Background: an optimization exercise with open tools, aiming at small area. Do not read the settings as production practice.
Function was checked by simulation only, so behaviour that the tests miss may differ from the original.
The clock port is modelled as an ideal driver; clocking choices that lean on that would not hold on a real chip.
Power and IR drop assume default switching activity.

xenon:
// motor_pwm
module motor_pwm #(parameter SIZE=16)(
                    iCLK, iENABLE,
                    iPERIOD, iDEADBAND,
                    iDUTY_A, iDUTY_B, iDUTY_C,
                    oPAD_AP, oPAD_AN,
                    oPAD_BP, oPAD_BN,
                    oPAD_CP, oPAD_CN );
  input iCLK, iENABLE;
  input [SIZE-1:0] iPERIOD, iDEADBAND;
  input [SIZE-1:0] iDUTY_A, iDUTY_B, iDUTY_C;
  output oPAD_AP, oPAD_AN;
  output oPAD_BP, oPAD_BN;
  output oPAD_CP, oPAD_CN;
  reg [SIZE-1:0] counter;
  reg first;
  reg load;
  reg [SIZE-1:0] period_q;
  wire [SIZE-1:0] period_d = load ? iPERIOD : period_q;
  reg [SIZE-1:0] cdb_q;
  wire [SIZE-1:0] cdb_m = load ? ~iDEADBAND : cdb_q;
  wire [SIZE:0] dc;
  wire [SIZE-1:0] cdb;
  assign dc[0] = 1'b1;
  wire [SIZE:0] lt;
  assign lt[0] = 1'b0;
  genvar i;
  generate
    for (i = 0; i < SIZE; i = i + 1) begin : g_cmp
      assign lt[i+1] = iPERIOD[i] ? (~counter[i] | lt[i]) : (~counter[i] & lt[i]);
    end
  endgenerate
  wire wrap = first | ~lt[SIZE];
  wire [SIZE:0] ic;
  wire [SIZE-1:0] inc;
  assign ic[0] = 1'b1;
  generate
    for (i = 0; i < SIZE; i = i + 1) begin : g_inc
      assign inc[i]  = counter[i] ^ ic[i];
      assign ic[i+1] = counter[i] & ic[i];
    end
  endgenerate
  always @( posedge iCLK or negedge iENABLE )
  ...
For scale: about 110 flip-flops, roughly 88 I/O pins.
clock: 25.0 ns
lec_check: 0
cap_margin: 20
core_margin: 2
core_utilization: 83
cts_buf_list: sky130_fd_sc_hd__clkbuf_4
slew_margin: 20
synth_hierarchical: 1
standard.sh (not shown) runs the stock make flow with config.mk's settings and CLKGATE_MAP_FILE= SYNTH_SCRIPT=/design/flow/synth_recipe.tcl, a recipe that flattens the netlist after the stock synthesis.
==> flow/flow/run.sh <==
#!/bin/bash
# Standard ORFS layout (the standard.sh, standard synthesis unchanged), with the
# port buffers inserted as the smallest buffer cell, no dummy clock loads in CTS, and
# the clock buffers that drive many flip-flops upsized after CTS.
set -euo pipefail
BP="-buffer_cell sky130_fd_sc_hd__buf_1"
CTS="-sink_clustering_enable -repair_clock_nets -buf_list sky130_fd_sc_hd__clkbuf_4 -sink_clustering_size 20 -sink_clustering_max_diameter 50 -dont_use_dummy_load"
FIX="$(pwd)/flow/cts_fix.tcl"
export BUFFER_PORTS_ARGS="$BP" CTS_ARGS="$CTS" POST_CTS_TCL="$FIX"
bash standard.sh "BUFFER_PORTS_ARGS=$BP" "CTS_ARGS=$CTS" "POST_CTS_TCL=$FIX" finish > standard_make.log 2>&1
==> flow/flow/cts_fix.tcl <==
foreach inst [get_cells *] {
  if { [get_property $inst ref_name] != "sky130_fd_sc_hd__clkbuf_4" } { continue }
  set out [get_pins -of_objects $inst -filter "direction == output"]
  set loads [get_pins -of_objects [get_nets -of_objects $out] -filter "direction == input"]
  if { [llength $loads] > 10 } {
    puts "cts_fix: [get_property $inst full_name] drives [llength $loads] pins, upsized"
    replace_cell $inst sky130_fd_sc_hd__clkbuf_8
  }
}
detailed_placement
check_placement -verbose
xenon did not finish; the tool stopped in global routing with error GRT-0116.
[inputs] tundra vs xenon
- CORE_UTILIZATION: 83 -> 72
tundra completed end to end with timing, DRC and antenna clean. Compared with xenon, in tundra TritonCTS sink count held, final estimated routing congestion in global placement went down about 13%, total instance count after detailed placement went up 1.2%, placed instance area held. [compare] base=xenon new=tundra: initial core utilization went down 12 points; number of core rows went up 3; die span in y went up 7.1%; die boundary width went up 7.1%; post-synthesis average cell area held. As far as number of synthesized flops with an enable pin goes, xenon and tundra are indistinguishable; the numbers are identical. Comparing xenon against tundra, there is no change at all in synthesized cell count.

========
== v42 ==
Another version of the RTL of motor_pwm (not shown whole).
Size: about 88 I/O pins.
export LEC_CHECK = 0
export CAP_MARGIN = 20
export CORE_MARGIN = 2
export CORE_UTILIZATION = 78
export CTS_BUF_LIST = sky130_fd_sc_hd__clkbuf_4
export SLEW_MARGIN = 20
export SYNTH_HIERARCHICAL = 1
create_clock -name core_clock -period 25.0 [get_ports {iCLK}]
Scripts as last shown in full above: flow/flow/run.sh, flow/flow/cts_fix.tcl
diff inputs: v42 => v31
==> flow/flow/run.sh <==
#!/bin/bash
# Standard ORFS layout (the standard.sh, standard synthesis unchanged), with the
# port buffers inserted as the smallest buffer cell and no dummy clock loads in CTS.
set -euo pipefail
BP="-buffer_cell sky130_fd_sc_hd__buf_1"
CTS="-sink_clustering_enable -repair_clock_nets -buf_list {sky130_fd_sc_hd__clkbuf_4 sky130_fd_sc_hd__clkbuf_8} -sink_clustering_size 20 -sink_clustering_max_diameter 50 -dont_use_dummy_load"
export BUFFER_PORTS_ARGS="$BP" CTS_ARGS="$CTS"
bash standard.sh "BUFFER_PORTS_ARGS=$BP" "CTS_ARGS=$CTS" finish > standard_make.log 2>&1
removed: flow/flow/cts_fix.tcl
==> run notes <==
- v31: full flow OK, the timing, DRC and antenna checks passed
- In the tables for v31 and v42, worst supply voltage drop on vdd reads higher with v31.
- For the routed length on met1, v31 came in 68 um higher than v42 did.
- Changes observed in v31 relative to v42: worst path arrival time decreased 20 ps; design area increased 1.0%.
- Compared with v42, v31 has less setup slack.
- | total power | v31 vs v42 | about 1.8% higher |
- Routed wire in v31 totals more than in v42.
- v31 vs. v42: logic gate share of total power increased 0.2 points, post-layout instance count excluding filler cells essentially unchanged.
Setup changes, v31 to v43
==> flow/flow/run.sh <==
#!/bin/bash
# Standard ORFS layout (the standard.sh, standard synthesis unchanged), with the
# port buffers inserted as the smallest buffer cell and no dummy clock loads in CTS.
set -euo pipefail
BP="-buffer_cell sky130_fd_sc_hd__buf_1"
CTS="-sink_clustering_enable -repair_clock_nets -buf_list sky130_fd_sc_hd__clkbuf_8 -sink_clustering_size 20 -sink_clustering_max_diameter 50 -dont_use_dummy_load"
export BUFFER_PORTS_ARGS="$BP" CTS_ARGS="$CTS"
bash standard.sh "BUFFER_PORTS_ARGS=$BP" "CTS_ARGS=$CTS" finish > standard_make.log 2>&1
Results
- Diff v43..v31 | first-iteration DRC count | unchanged
- From v31 to v43 the numbers moved as follows: area of the multi-input gates neither gained nor lost much; via density per instance neither gained nor lost much.
- As far as total wire length goes, v31 and v43 are indistinguishable; the numbers are identical.
- Critical path depth: v43 vs v31 identical
- Compared with v31, in v43 non-clock buffer count closely matched the old numbers; routed length on met2 essentially unchanged; clock tree buffer count of the final layout has remained practically unchanged; net count after synthesis barely changed.
